This is an optimization exercise on Yosys and OpenROAD, whose aim is small area, not a production implementation. Only simulation tests tie the RTL to the original design; equivalence was not proved. No driver is modelled on the clock port, so clocking that relies on it looks cheaper here than on a real chip. No activity file was given, so power comes from the tool's default toggle rates.

## run A
Design ddr_main, start of the top module:
module ddr_main (
    input        clk,
    input        rst,
    input        btnU,
    input        btnD,
    input        btnL,
    input        btnR,
    input  [7:0] sw,
    output [7:0] led,
    output [6:0] seg,
    output [3:0] an
);
localparam [1:0] ST_GAME = 2'd0, ST_PAUSE = 2'd1, ST_RESET = 2'd2;
reg [1:0] state;
wire s_game  = (state == ST_GAME);
wire s_pause = (state == ST_PAUSE);
wire s_reset = (state == ST_RESET);
reg [2:1] pu, pd, pl, pr;    
reg pu0, pd0, pl0, pr0;      
reg isU, isD, isL, isR;      
always @(posedge clk)
    if (rst) begin
        pu <= 0; pd <= 0; pl <= 0; pr <= 0;
    end else begin
        pu <= {btnU, pu[2]};
        pd <= {btnD, pd[2]};
        pl <= {btnL, pl[2]};
        pr <= {btnR, pr[2]};
    end
always @(posedge clk) begin
    pu0 <= pu[1]; pd0 <= pd[1]; pl0 <= pl[1]; pr0 <= pr[1];
    isU <= ~pu0 & pu[1];
    isD <= ~pd0 & pd[1];
    isL <= ~pl0 & pl[1];
    isR <= ~pr0 & pr[1];
end
wire game_rst   = pr[2] | pr[1];
wire combo_hold = pl[2] | pl[1];
reg combo_en;    
always @(posedge clk) begin
    if (rst)
        state <= ST_RESET;
    else
        state <= sw[0] ? (game_rst ? ST_RESET : ST_PAUSE) : ST_GAME;
    combo_en <= sw[0] & combo_hold;
end
reg ddv, den;
reg [7:0] dv;
always @(posedge clk) begin
    if (rst || s_reset) begin
        den <= 1'b0;
        dv <= 8'd0;
    end else begin
        den <= ddv;
        if (den) dv <= dv + 8'd1;
    end
    ddv <= ~s_reset & ~ddv;
end
wire met  = |dv;                  
wire tick = (dv == 8'd1) & ddv;   
reg [6:0] rr;
reg nb;
always @(posedge clk)
    if (s_reset) begin
        rr <= sw[7:1];
        nb <= 1'b0;
    end else if (tick) begin
        nb <= ~(rr[6] ^ rr[5]);
        rr <= {nb, rr[6:1]};
    end
reg [3:0] next_mask;
always @* begin
    case (rr % 7'd11)
        7'd0:  next_mask = 4'b1000;
        7'd1:  next_mask = 4'b0100;
        7'd2:  next_mask = 4'b0010;
        7'd3:  next_mask = 4'b0001;
        7'd4:  next_mask = 4'b1100;
        7'd5:  next_mask = 4'b1010;
  ...
Size: roughly 700 cells after synthesis, ~33 I/O pins, about 0.0057 mm^2 of cells after synthesis.
export LEC_CHECK = 0
export ABC_AREA = 1
export CAP_MARGIN = 20
export CORE_MARGIN = 2
export CORE_UTILIZATION = 80
export SLEW_MARGIN = 20
create_clock -name core_clock -period 16.0 [get_ports {clk}]
standard.sh (not shown) runs the stock make flow with config.mk's settings and CLKGATE_MAP_FILE= SYNTH_SCRIPT=/design/flow/synth_recipe.tcl, a recipe that flattens the netlist after the stock synthesis.
==> flow/flow/run.sh <==
#!/bin/bash
# Own layout flow: the standard synthesis, then an area re-mapping of the
# combinational logic (registers untouched), then the standard layout steps
# with the clock tree built without dummy loads.
set -euo pipefail
W=$(pwd)
R=$W/orfs/results/${FLOW_PLATFORM}/ddr_main/base
YOSYS=yosys
if ! command -v yosys >/dev/null 2>&1; then
  YOSYS=$FLOW_HOME/../tools/install/yosys/bin/yosys
fi

bash standard.sh synth > $W/log_synth.txt 2>&1
cp $R/1_2_yosys.v $W/standard_synth.v
REOPT_IN=$W/standard_synth.v REOPT_OUT=$W/reopt.v REOPT_ABC=$W/flow/area.abc \
  $YOSYS -c $W/flow/reopt.tcl > $W/log_reopt.txt 2>&1
cp $W/reopt.v $R/1_2_yosys.v
touch $R/1_2_yosys.v

CTS="-sink_clustering_enable -repair_clock_nets -dont_use_dummy_load"
CTS="$CTS -buf_list sky130_fd_sc_hd__clkbuf_8 -sink_clustering_size 40 -sink_clustering_max_diameter 200"
BUF="-inputs -outputs -buffer_cell sky130_fd_sc_hd__buf_1"
bash standard.sh "CTS_ARGS=$CTS" "BUFFER_PORTS_ARGS=$BUF" finish > $W/log_layout.txt 2>&1
==> flow/flow/area.abc <==
strash
balance; rewrite; refactor; balance; rewrite; rewrite -z; balance; refactor -z; rewrite -z; balance
balance; rewrite; refactor; balance; rewrite; rewrite -z; balance; refactor -z; rewrite -z; balance
dch -f
amap
==> flow/flow/reopt.tcl <==
# Re-map the combinational logic of the standard synthesis netlist for area.
# Registers (and every other cell that is not plain combinational logic) are
# kept as they are, with their instance names.
yosys -import
set lib $::env(FLOW_HOME)/platforms/sky130hd/lib/sky130_fd_sc_hd__tt_025C_1v80.lib
set net $::env(REOPT_IN)
set out $::env(REOPT_OUT)
set script $::env(REOPT_ABC)

read_liberty -ignore_miss_func $lib
# keep every flip-flop, latch, delay cell and tie cell as it is
blackbox =sky130_fd_sc_hd__*df* =sky130_fd_sc_hd__*dl* =sky130_fd_sc_hd__conb_1
read_verilog $net
hierarchy -top ddr_main
flatten -wb
opt_clean -purge
tee -o $::env(REOPT_OUT).before.txt stat -liberty $lib
abc -liberty $lib -dont_use *probe* -dont_use *lpflow* -script $script
opt_clean -purge
splitnets
opt_clean -purge
hilomap -singleton -hicell sky130_fd_sc_hd__conb_1 HI -locell sky130_fd_sc_hd__conb_1 LO
insbuf -buf sky130_fd_sc_hd__buf_4 A X
opt_clean -purge
tee -o $::env(REOPT_OUT).after.txt stat -liberty $lib
check
write_verilog -noattr -nohex -nodec -selected $out
Run A ran to completion and came out clean on the timing, DRC and antenna checks.
Here is what was changed in the inputs of run B compared with run A.
diff --git a/flow/config.mk b/flow/config.mk
--- a/flow/config.mk
+++ b/flow/config.mk
@@ -11 +11 @@
-export CORE_UTILIZATION = 80
+export CORE_UTILIZATION = 60
Findings:
Run B did not stop at any stage, and its layout met the timing, DRC and antenna checks. Looking at via count of the first global-routing pass across run A and run B, the one that comes out higher is run A. The fraction of power consumed by the clock network on run B is in line with that on run A. Y dimension of the die, run A and run B, higher one = run B. When the final numbers for run A and run B were put side by side, the time the worst path needs with I/O delays and setup turned out to be smaller in run B. Per the comparison of run B with run A, inserted tap cell count up 16%; total length of routed met2 wires down 900 um; worst setup slack up 0.15 ns.
Input changes introduced in run C (baseline for comparison: run B):
diff --git a/flow/flow/run.sh b/flow/flow/run.sh
--- a/flow/flow/run.sh
+++ b/flow/flow/run.sh
@@ -23 +23,2 @@
-bash standard.sh "CTS_ARGS=$CTS" "BUFFER_PORTS_ARGS=$BUF" finish > $W/log_layout.txt 2>&1
+bash standard.sh "CTS_ARGS=$CTS" "BUFFER_PORTS_ARGS=$BUF" \
+  "PRE_CTS_TCL=$W/flow/pre_cts.tcl" "CLK_SLEW_TARGET=0.100" ${STOP_AT:-finish} > $W/log_layout.txt 2>&1
==> flow/flow/downsize.tcl (new file) <==
# Downsize clock tree buffers while every register clock pin keeps a slew
# below the target (placement parasitics).
proc clk_max_slew {} {
  set mx 0
  foreach pin [get_pins -hierarchical */CLK] {
    foreach rf {rise fall} {
      set s [get_property $pin slew_max_$rf]
      if {$s > $mx} {set mx $s}
    }
  }
  return $mx
}
proc downsize_clock_buffers {target} {
  set db [ord::get_db]
  set block [ord::get_db_block]
  set sizes {sky130_fd_sc_hd__clkbuf_1 sky130_fd_sc_hd__clkbuf_2 sky130_fd_sc_hd__clkbuf_4 sky130_fd_sc_hd__clkbuf_8 sky130_fd_sc_hd__clkbuf_16}
  set bufs {}
  foreach inst [$block getInsts] {
    set m [[$inst getMaster] getName]
    if {[string match "clkbuf_*" [$inst getName]] && [lsearch $sizes $m] >= 0} {
      lappend bufs $inst
    }
  }
  # leaves first (their output nets drive registers)
  set changed 1
  while {$changed} {
    set changed 0
    foreach inst $bufs {
      set m [[$inst getMaster] getName]
      set i [lsearch $sizes $m]
      if {$i <= 0} continue
      set smaller [lindex $sizes [expr {$i - 1}]]
      $inst swapMaster [$db findMaster $smaller]
      estimate_parasitics -placement
      if {[clk_max_slew] > $target} {
        $inst swapMaster [$db findMaster $m]
        estimate_parasitics -placement
      } else {
        set changed 1
      }
    }
  }
  puts "clock buffer downsizing done: max clock pin slew [clk_max_slew]"
}
==> flow/flow/pre_cts.tcl (new file) <==
# Hook sourced by ORFS's cts.tcl before clock tree synthesis: after the
# standard clock_tree_synthesis, shrink clock buffers that have slew margin.
source [file join [file dirname [info script]] downsize.tcl]
rename clock_tree_synthesis orfs_clock_tree_synthesis
proc clock_tree_synthesis {args} {
  orfs_clock_tree_synthesis {*}$args
  set_propagated_clock [all_clocks]
  estimate_parasitics -placement
  puts "clock buffers before downsizing: max clock pin slew [clk_max_slew]"
  downsize_clock_buffers $::env(CLK_SLEW_TARGET)
}
diff --git a/flow/config.mk b/flow/config.mk
--- a/flow/config.mk
+++ b/flow/config.mk
@@ -11 +11 @@
-export CORE_UTILIZATION = 60
+export CORE_UTILIZATION = 75
==> summary.txt <==
Going from run B to run C, cell-internal power -about 9%; via count of the first global-routing pass has increased.
Run C vs. run B: total power consumption of the routed design now sits lower; global-route wire length before repair now sits higher; transition time of the tightest slew-check pin now sits higher; number of clock-tree buffers in the layout now sits at about the same level; clock network fraction of design power now sits lower.
diff inputs: run C => run D
diff --git a/flow/flow/run.sh b/flow/flow/run.sh
--- a/flow/flow/run.sh
+++ b/flow/flow/run.sh
@@ -15 +15 @@
-REOPT_IN=$W/standard_synth.v REOPT_OUT=$W/reopt.v REOPT_ABC=$W/flow/area.abc \
+REOPT_IN=$W/standard_synth.v REOPT_OUT=$W/reopt.v REOPT_ABC="$W/flow/area.abc $W/flow/area_lut.abc $W/flow/area_deep.abc" \
==> flow/flow/area_deep.abc (new file) <==
strash
balance; rewrite; refactor; balance; rewrite; rewrite -z; balance; refactor -z; rewrite -z; balance
&get -n
&deepsyn -T 20
&put
dch -f
amap
==> flow/flow/area_lut.abc (new file) <==
strash
balance; rewrite; refactor; balance; rewrite; rewrite -z; balance; refactor -z; rewrite -z; balance
balance; rewrite; refactor; balance; rewrite; rewrite -z; balance; refactor -z; rewrite -z; balance
dch -f
if -K 4 -a
strash
dch -f
amap
diff --git a/flow/flow/reopt.tcl b/flow/flow/reopt.tcl
--- a/flow/flow/reopt.tcl
+++ b/flow/flow/reopt.tcl
@@ -8 +8 @@
-set script $::env(REOPT_ABC)
+set scripts $::env(REOPT_ABC)
@@ -18 +18,20 @@
-abc -liberty $lib -dont_use *probe* -dont_use *lpflow* -script $script
+design -save base
+# map with each script given and keep the smallest result
+set best_area 1e18
+foreach script $scripts {
+  design -load base
+  abc -liberty $lib -dont_use *probe* -dont_use *lpflow* -script $script
+  opt_clean -purge
+  tee -q -o $out.try.txt stat -liberty $lib
+  set fh [open $out.try.txt r]
+  set txt [read $fh]
+  close $fh
+  regexp {Chip area for module '\\ddr_main': ([0-9.]+)} $txt -> area
+  puts "REOPT script $script area $area"
+  if {$area < $best_area} {
+    set best_area $area
+    design -save best
+  }
+}
+design -load best
+puts "REOPT best area $best_area"
In run D, the power came out 0.034 mW above the value in run C. Summary of run D over run C: post-synthesis to final-layout area growth comparable, final worst hold slack now smaller. Per the comparison of run D with run C, total die area -1.8%, area used by multi-input combinational logic dropped 240 um^2. Going from run C to run D, post-placement cell count neither gained nor lost much; chip height decreased by about 0.9% relative to the old numbers; top achievable clock speed went down by 8.1%. Clock group share of total power on run D is down relative to run C. Combinational power share for run D: 2.7 points up relative to run C. Worst reg2reg path depth (lower): run D.

## port drivers added, routing unchanged
How much do the figures lean on ideal ports? The routed layouts below were timed once more, with nothing changed but the port constraints.
Step 1 assumes that a clkbuf_16 drives the clock port and a buf_2 every other input.
Step 2 moves the port delays by t, midway between the first and last clock arrival at a register: inputs arrive t later, outputs are due t later. That takes back most of the time a late clock gives input paths.
a / b / c = no drivers / after step 1 / after step 2; a / b = the first two.
run | t (ns) | setup WS [ns] | worst setup path at the end | clock arrival spread, ns | worst register clock-pin slew, ns
run A | 0.466 | 9.521 / 9.488 / 9.953 | register to output | 0.021 / 0.021 | 0.07 / 0.07
run B | 0.463 | 9.674 / 9.641 / 10.104 | register to output | 0.028 / 0.028 | 0.08 / 0.08
run C | 0.547 | 9.548 / 9.516 / 10.004 | register to register | 0.045 / 0.045 | 0.11 / 0.11
run D | 0.700 | 8.980 / 8.948 / 9.647 | register to output | 0.062 / 0.061 | 0.12 / 0.12
After both steps every run listed still meets setup and hold.
